This is an optimization exercise on Yosys and OpenROAD, whose aim is small area, not a production implementation. Where RTL was checked, it was by simulation tests only, not by an equivalence proof against the original. Power and IR drop assume default switching activity.

==> inputs of v9 <==
Design myclint, start of the top module:
module myclint #(
    parameter ADDR_W  = 32,
    parameter DATA_W  = 32,
    parameter N_CORES = 8
) (
    input                 clk,  
    input                 rt_clk,  
    input                 reset,  
    input                 valid,  
    input  [ADDR_W-1:0]   address,  
    input  [DATA_W-1:0]   wdata,  
    input  [DATA_W/8-1:0] wstrb,  
    output [DATA_W-1:0]   rdata,  
    output                ready,  
    output [N_CORES-1:0]  mtip,  
    output [N_CORES-1:0]  msip   
);
==> module myclint, before the edit <==
module myclint #(
    parameter ADDR_W  = 32,
    parameter DATA_W  = 32,
    parameter N_CORES = 8
) (
    input                 clk,  
    input                 rt_clk,  
    input                 reset,  
    input                 valid,  
    input  [ADDR_W-1:0]   address,  
    input  [DATA_W-1:0]   wdata,  
    input  [DATA_W/8-1:0] wstrb,  
    output [DATA_W-1:0]   rdata,  
    output                ready,  
    output [N_CORES-1:0]  mtip,  
    output [N_CORES-1:0]  msip   
);
  wire [15:0] a = address[15:0];
  wire write    = &wstrb;
  wire req      = valid & ~reset;
  wire hit_cmp  = (a[15:6] == 10'h100);    
  wire hit_time = (a[15:3] == 13'h17ff);   
  wire hit_msip = (a[15:5] == 11'h000);    
  wire wr       = req & write;
  reg rsp, ready_q;
  always @(posedge clk) begin
    rsp     <= req & (hit_cmp | hit_time | hit_msip);
    ready_q <= rsp;
  end
  assign ready = ready_q;
  reg [1:0] rtc_s;
  reg       rtc_p;
  always @(posedge clk) begin
    if (reset) begin
      rtc_s <= 2'b00;
      rtc_p <= 1'b0;
    end else begin
      rtc_s <= {rtc_s[0], rt_clk};
      rtc_p <= rtc_s[1];
    end
  end
  wire inc = rtc_s[1] & ~rtc_p;
  reg  [63:0] mtime;
  wire [63:0] mtime_inc = mtime + {63'b0, inc};
  always @(posedge clk) begin
    if (reset) begin
      mtime <= 64'b0;
    end else begin
      mtime[31:0]  <= (wr & hit_time & ~a[2]) ? wdata : mtime_inc[31:0];
      mtime[63:32] <= (wr & hit_time &  a[2]) ? wdata : mtime_inc[63:32];
    end
  end
  reg [63:0] cmpn0, cmpn1, cmpn2, cmpn3, cmpn4, cmpn5, cmpn6, cmpn7;
  wire [511:0] cmpn = {cmpn7, cmpn6, cmpn5, cmpn4, cmpn3, cmpn2, cmpn1, cmpn0};
  wire [7:0] wr_cmp_lo, wr_cmp_hi;
  genvar k;
  generate
    for (k = 0; k < 8; k = k + 1) begin : g_cmp
      assign wr_cmp_lo[k] = wr & hit_cmp & (a[5:3] == k) & ~a[2];
      assign wr_cmp_hi[k] = wr & hit_cmp & (a[5:3] == k) &  a[2];
    end
  endgenerate
  wire [31:0] wdn = ~wdata & {32{~reset}};
  always @(posedge clk) begin 
    if (reset | wr_cmp_lo[0]) cmpn0[31:0]  <= wdn; 
    if (reset | wr_cmp_hi[0]) cmpn0[63:32] <= wdn; 
  end
  always @(posedge clk) begin 
    if (reset | wr_cmp_lo[1]) cmpn1[31:0]  <= wdn; 
    if (reset | wr_cmp_hi[1]) cmpn1[63:32] <= wdn; 
  end
  always @(posedge clk) begin 
    if (reset | wr_cmp_lo[2]) cmpn2[31:0]  <= wdn; 
    if (reset | wr_cmp_hi[2]) cmpn2[63:32] <= wdn; 
  end
  always @(posedge clk) begin 
    if (reset | wr_cmp_lo[3]) cmpn3[31:0]  <= wdn; 
    if (reset | wr_cmp_hi[3]) cmpn3[63:32] <= wdn; 
  end
  always @(posedge clk) begin 
    if (reset | wr_cmp_lo[4]) cmpn4[31:0]  <= wdn; 
    if (reset | wr_cmp_hi[4]) cmpn4[63:32] <= wdn; 
  end
  always @(posedge clk) begin 
    if (reset | wr_cmp_lo[5]) cmpn5[31:0]  <= wdn; 
    if (reset | wr_cmp_hi[5]) cmpn5[63:32] <= wdn; 
  end
  always @(posedge clk) begin 
    if (reset | wr_cmp_lo[6]) cmpn6[31:0]  <= wdn; 
    if (reset | wr_cmp_hi[6]) cmpn6[63:32] <= wdn; 
  end
  always @(posedge clk) begin 
    if (reset | wr_cmp_lo[7]) cmpn7[31:0]  <= wdn; 
    if (reset | wr_cmp_hi[7]) cmpn7[63:32] <= wdn; 
  end
  generate
    for (k = 0; k < 8; k = k + 1) begin : g_ge
      myclint_ge64 u_ge (.m(mtime), .cn(cmpn[64*k +: 64]), .ge(mtip[k]));
    end
  endgenerate
  reg [7:0] msip_q;
  generate
    for (k = 0; k < 8; k = k + 1) begin : g_msip
      always @(posedge clk)
        if (reset | (wr & hit_msip & (a[4:2] == k))) msip_q[k] <= wdata[0] & ~reset;
    end
  endgenerate
  assign msip = msip_q;
  wire [63:0] cmpn_sel = cmpn[64*a[5:3] +: 64];
  wire [31:0] rsel =
      hit_cmp  ? ~(a[2] ? cmpn_sel[63:32] : cmpn_sel[31:0]) :
      hit_time ?  (a[2] ? mtime[63:32]    : mtime[31:0]) :
                  {31'b0, msip_q[a[4:2]]};
  reg [31:0] rdata_q;
  always @(posedge clk) if (valid) rdata_q <= rsel;
  assign rdata = rdata_q;
endmodule
export LEC_CHECK = 0
export CAP_MARGIN = 20
export CORE_MARGIN = 2
export CORE_UTILIZATION = 40
export SLEW_MARGIN = 20
create_clock -name core_clock -period 6.0 [get_ports {clk}]
run.sh (not shown) runs the stock make flow with config.mk's settings and CLKGATE_MAP_FILE= SYNTH_SCRIPT=/design/flow/synth_recipe.tcl, a recipe that flattens the netlist after the stock synthesis.
==> inputs of v22, as changes to v9 <==
--- a/flow/design.v
+++ b/flow/design.v
@@ -43,2 +43,5 @@
   wire inc = rtc_s[1] & ~rtc_p;
+  wire [31:0] wd0     = wdata & {32{~reset}};
+  wire        wr_tlo  = reset | (wr & hit_time & ~a[2]);
+  wire        wr_thi  = reset | (wr & hit_time &  a[2]);
   reg  [63:0] mtime;
@@ -46,8 +49,4 @@
   always @(posedge clk) begin
-    if (reset) begin
-      mtime <= 64'b0;
-    end else begin
-      mtime[31:0]  <= (wr & hit_time & ~a[2]) ? wdata : mtime_inc[31:0];
-      mtime[63:32] <= (wr & hit_time &  a[2]) ? wdata : mtime_inc[63:32];
-    end
+    mtime[31:0]  <= wr_tlo ? wd0 : mtime_inc[31:0];
+    mtime[63:32] <= wr_thi ? wd0 : mtime_inc[63:32];
   end
@@ -109,7 +108,22 @@
   assign msip = msip_q;
-  wire [63:0] cmpn_sel = cmpn[64*a[5:3] +: 64];
-  wire [31:0] rsel =
-      hit_cmp  ? ~(a[2] ? cmpn_sel[63:32] : cmpn_sel[31:0]) :
-      hit_time ?  (a[2] ? mtime[63:32]    : mtime[31:0]) :
-                  {31'b0, msip_q[a[4:2]]};
+  wire [15:0] rs_cmp;
+  wire [7:0]  rs_msip;
+  generate
+    for (k = 0; k < 16; k = k + 1) begin : g_rs_cmp
+      assign rs_cmp[k] = hit_cmp & (a[5:2] == k);
+    end
+    for (k = 0; k < 8; k = k + 1) begin : g_rs_msip
+      assign rs_msip[k] = hit_msip & (a[4:2] == k);
+    end
+  endgenerate
+  wire rs_tlo = hit_time & ~a[2];
+  wire rs_thi = hit_time &  a[2];
+  reg [31:0] rsel;
+  integer i;
+  always @(*) begin
+    rsel = ({32{rs_tlo}} & mtime[31:0]) | ({32{rs_thi}} & mtime[63:32]);
+    for (i = 0; i < 16; i = i + 1)
+      rsel = rsel | ({32{rs_cmp[i]}} & ~cmpn[32*i +: 32]);
+    rsel[0] = rsel[0] | (|(rs_msip & msip_q));
+  end
   reg [31:0] rdata_q;
==> flow/flow/run.sh (new file) <==
#!/bin/bash
# Own layout flow: the standard ORFS flow (standard.sh) with
#  - synthesis using an area-oriented abc script (flow/synth.tcl, flow/area.abc),
#  - the smallest buffer on the ports,
#  - a clock tree of small clock buffers without dummy loads.
# Each step's full log stays in orfs/logs/ (ORFS writes one per step); make's
# own output goes to flow_make.log in the work folder.
set -euo pipefail
W=$(pwd)
export OWN_FLOW_DIR=$W/flow
CTS="-sink_clustering_enable -repair_clock_nets -dont_use_dummy_load"
CTS="$CTS -buf_list {sky130_fd_sc_hd__clkbuf_8} -root_buf sky130_fd_sc_hd__clkbuf_16"
CTS="$CTS -sink_clustering_size 16 -sink_clustering_max_diameter 100"
bash standard.sh \
  SYNTH_SCRIPT=$W/flow/synth.tcl \
  "BUFFER_PORTS_ARGS=-buffer_cell sky130_fd_sc_hd__buf_1" \
  "CTS_ARGS=$CTS" \
  finish > $W/flow_make.log 2>&1
==> flow/flow/area.abc (new file) <==
&get -n
&st
&syn2
&dch
&nf -R 1000
&put
==> flow/flow/synth.tcl (new file) <==
# The standard flow's synthesis script (synth_recipe.tcl), with the abc step given an
# area-oriented script; everything else, the flip-flop mapping included, is as
# in the standard synthesis.
proc synth {args} { yosys synth -nofsm -noshare {*}$args }
proc abc {args} {
  set i [lsearch -exact $args -script]
  if {$i >= 0} { lset args [expr {$i + 1}] $::env(OWN_FLOW_DIR)/area.abc }
  yosys abc {*}$args
}
source $::env(SCRIPTS_DIR)/synth.tcl
# left out here: clear keep_hierarchy, flatten, clean up, hide names made inside functions, write 1_2_yosys.v
==> flow/standard.sh (new file) <==
#!/bin/bash
# synth_recipe.tcl (not shown) runs the flow's synth.tcl, then flattens the netlist and writes it again
# the make line also repeats each setting of config.mk as NAME=value (left out here)
make -C /OpenROAD-flow-scripts/flow DESIGN_CONFIG=/design/flow/config.mk WORK_HOME=/design/flow/orfs CLKGATE_MAP_FILE= SYNTH_SCRIPT=/design/flow/synth_recipe.tcl "${@:-finish}"
removed: flow/run.sh
==> inputs of v31, as changes to v9 <==
--- a/flow/design.v
+++ b/flow/design.v
@@ -109,7 +109,22 @@
   assign msip = msip_q;
-  wire [63:0] cmpn_sel = cmpn[64*a[5:3] +: 64];
-  wire [31:0] rsel =
-      hit_cmp  ? ~(a[2] ? cmpn_sel[63:32] : cmpn_sel[31:0]) :
-      hit_time ?  (a[2] ? mtime[63:32]    : mtime[31:0]) :
-                  {31'b0, msip_q[a[4:2]]};
+  wire [15:0] rs_cmp;
+  wire [7:0]  rs_msip;
+  generate
+    for (k = 0; k < 16; k = k + 1) begin : g_rs_cmp
+      assign rs_cmp[k] = hit_cmp & (a[5:2] == k);
+    end
+    for (k = 0; k < 8; k = k + 1) begin : g_rs_msip
+      assign rs_msip[k] = hit_msip & (a[4:2] == k);
+    end
+  endgenerate
+  wire rs_tlo = hit_time & ~a[2];
+  wire rs_thi = hit_time &  a[2];
+  reg [31:0] rsel;
+  integer i;
+  always @(*) begin
+    rsel = ({32{rs_tlo}} & mtime[31:0]) | ({32{rs_thi}} & mtime[63:32]);
+    for (i = 0; i < 16; i = i + 1)
+      rsel = rsel | ({32{rs_cmp[i]}} & ~cmpn[32*i +: 32]);
+    rsel[0] = rsel[0] | (|(rs_msip & msip_q));
+  end
   reg [31:0] rdata_q;
==> flow/flow/run.sh (new file) <==
#!/bin/bash
# Own layout flow: the standard ORFS flow (standard.sh) with
#  - synthesis using an area-oriented abc script (flow/synth.tcl, flow/area.abc),
#  - the smallest buffer on the ports,
#  - a clock tree of small clock buffers without dummy loads.
# Each step's full log stays in orfs/logs/ (ORFS writes one per step); make's
# own output goes to flow_make.log in the work folder.
set -euo pipefail
W=$(pwd)
export OWN_FLOW_DIR=$W/flow
CTS="-sink_clustering_enable -repair_clock_nets -dont_use_dummy_load"
CTS="$CTS -buf_list {sky130_fd_sc_hd__clkbuf_4 sky130_fd_sc_hd__clkbuf_8}"
bash standard.sh \
  SYNTH_SCRIPT=$W/flow/synth.tcl \
  "BUFFER_PORTS_ARGS=-buffer_cell sky130_fd_sc_hd__buf_1" \
  "CTS_ARGS=$CTS" \
  finish > $W/flow_make.log 2>&1
==> flow/flow/area.abc (new file) <==
&get -n
&st
&syn2
&dch
&nf -R 1000
&put
==> flow/flow/synth.tcl (new file) <==
# The standard flow's synthesis script (synth_recipe.tcl), with the abc step given an
# area-oriented script; everything else, the flip-flop mapping included, is as
# in the standard synthesis.
proc synth {args} { yosys synth -nofsm -noshare {*}$args }
proc abc {args} {
  set i [lsearch -exact $args -script]
  if {$i >= 0} { lset args [expr {$i + 1}] $::env(OWN_FLOW_DIR)/area.abc }
  yosys abc {*}$args
}
source $::env(SCRIPTS_DIR)/synth.tcl
# left out here: clear keep_hierarchy, flatten, clean up, hide names made inside functions, write 1_2_yosys.v
==> flow/standard.sh (new file) <==
#!/bin/bash
# synth_recipe.tcl (not shown) runs the flow's synth.tcl, then flattens the netlist and writes it again
# the make line also repeats each setting of config.mk as NAME=value (left out here)
make -C /OpenROAD-flow-scripts/flow DESIGN_CONFIG=/design/flow/config.mk WORK_HOME=/design/flow/orfs CLKGATE_MAP_FILE= SYNTH_SCRIPT=/design/flow/synth_recipe.tcl "${@:-finish}"
removed: flow/run.sh
==> notes <==
v22 completed without violations. v31 went through all stages and came out clean. v9 produced a clean layout.
The highest first-iteration DRC count belongs to v22, the lowest to v9.
The highest die area belongs to v9, the lowest to v22.
Against v9, the clock power of v22 is lower by 53%.
Via count: v22 < v9 < v31.
In v9 the synthesized area is higher than in v31, by 14%.
Of v22 and v31, v31 has the higher critical path depth (gap 5).
The highest maximum frequency belongs to v9, the lowest to v31.
Final cell count: v9 > v31 > v22.
The RTL of v22 and v31 was laid out without a check of its function.

========
==> 10-24: inputs <==
myclint, a different RTL version from the one above (not shown whole).
Settings: LEC_CHECK=0, CAP_MARGIN=20, CORE_MARGIN=2, CORE_UTILIZATION=40, SETUP_SLACK_MARGIN=0.2, SLEW_MARGIN=20; clock period 6.0 ns.
standard.sh (not shown) runs the stock make flow with config.mk's settings and CLKGATE_MAP_FILE= SYNTH_SCRIPT=/design/flow/synth_recipe.tcl, a recipe that flattens the netlist after the stock synthesis.
==> flow/flow/run.sh <==
#!/bin/bash
# Own layout flow: the standard ORFS flow (standard.sh) with
#  - synthesis using an area-oriented abc script (flow/synth.tcl, flow/area.abc),
#  - the smallest buffer on the ports,
#  - a clock tree of small clock buffers without dummy loads.
# Each step's full log stays in orfs/logs/ (ORFS writes one per step); make's
# own output goes to flow_make.log in the work folder.
set -euo pipefail
W=$(pwd)
export OWN_FLOW_DIR=$W/flow
CTS="-sink_clustering_enable -repair_clock_nets -dont_use_dummy_load"
CTS="$CTS -buf_list {sky130_fd_sc_hd__clkbuf_8} -root_buf sky130_fd_sc_hd__clkbuf_16"
CTS="$CTS -sink_clustering_size 14 -sink_clustering_max_diameter 100"
bash standard.sh \
  SYNTH_SCRIPT=$W/flow/synth.tcl \
  "BUFFER_PORTS_ARGS=-buffer_cell sky130_fd_sc_hd__buf_1" \
  "CTS_ARGS=$CTS" \
  finish > $W/flow_make.log 2>&1
==> flow/flow/area.abc <==
&get -n
&st
&dc2
&syn2
&dch
&nf -R 1000 -p
&st
&dch
&nf -R 1000 -p
&put
==> flow/flow/synth.tcl <==
# The standard flow's synthesis script (synth_recipe.tcl), with the abc step given an
# area-oriented script; everything else, the flip-flop mapping included, is as
# in the standard synthesis.
proc synth {args} { yosys synth -nofsm -noshare {*}$args }
proc abc {args} {
  set i [lsearch -exact $args -script]
  if {$i >= 0} { lset args [expr {$i + 1}] $::env(OWN_FLOW_DIR)/area.abc }
  yosys abc {*}$args
}
source $::env(SCRIPTS_DIR)/synth.tcl
# left out here: clear keep_hierarchy, flatten, clean up, hide names made inside functions, write 1_2_yosys.v
==> inputs of 09-12, as changes to 10-24 <==
==> flow/flow/area.abc (replaced) <==
&get -n
&st
&dc2
&syn2
&dch
&nf -R 1000 -p -F 8 -A 8
&st
&dch
&nf -R 1000 -p -F 8 -A 8
&put
==> qor summary <==
quantity	10-24	09-12
Worst EP arrival	4.56 ns	4.57 ns
Horizontal extent of the die	270 um	269 um
Levels on crit path	15	17
Register-to-register setup slack	0.93 ns	0.63 ns
Final worst slack	0.239 ns	0.226 ns
Result of the run	timing/DRC/antenna clean	timing/DRC/antenna clean
Simple-Gate Fraction of Synth Area	9.17%	9.75%
Worst-Margin Slew	1.28 ns	1.20 ns
Finished layout cell area	31200 sq um	31500 sq um
Area growth, synth to finish	10.5%	12.1%
Post-layout instance count excluding filler cells	3439	3451
GR Util All Layers	34.0%	34.7%
DR pass1 iterations	7	11
Sequential area share after synthesis	63.6%	64.0%
Placed Area	30400 sq um	30300 sq um
Total of plain and repair buffers excluding clock buffers	170	192
Dpl cells	3387	3393
Setup crit end	mtip[4]	mtip[5]
Share of total power in combinational logic	6.1%	6.2%
Vertical die dimension	270 um	269 um

## afterwards: timing with drivers on the ports
No port has a modelled driver above. Below, the same layouts with a new extraction and two added sets of constraints.
Step 1 (the two cells are an assumption about what drives the block):
set clk [get_ports {clk}]
set_driving_cell -lib_cell sky130_fd_sc_hd__clkbuf_16 $clk
set_driving_cell -lib_cell sky130_fd_sc_hd__buf_2 [delete_from_list [all_inputs] $clk]
Step 2 adds t to the input delays and takes it off the output delays; t is the mean of the earliest and latest rising clock arrival at the registers after step 1. Input paths then give back, and output paths get back, about the clock's delay inside the block.
Three values: no drivers, after step 1, after step 2; two values: the first two.
run	t, ns	setup WS [ns]	worst slew at a driven data input, ns
v9	0.670	0.194 / 0.131 / 0.801	0.06
v22	0.639	0.178 / 0.120 / 0.498	0.09
v31	0.764	0.077 / 0.018 / 0.781	0.05
10-24	0.637	0.239 / 0.175 / 0.812	0.04
09-12	0.638	0.226 / 0.162 / 0.628	0.06
After both steps setup and hold are still met in every run listed.
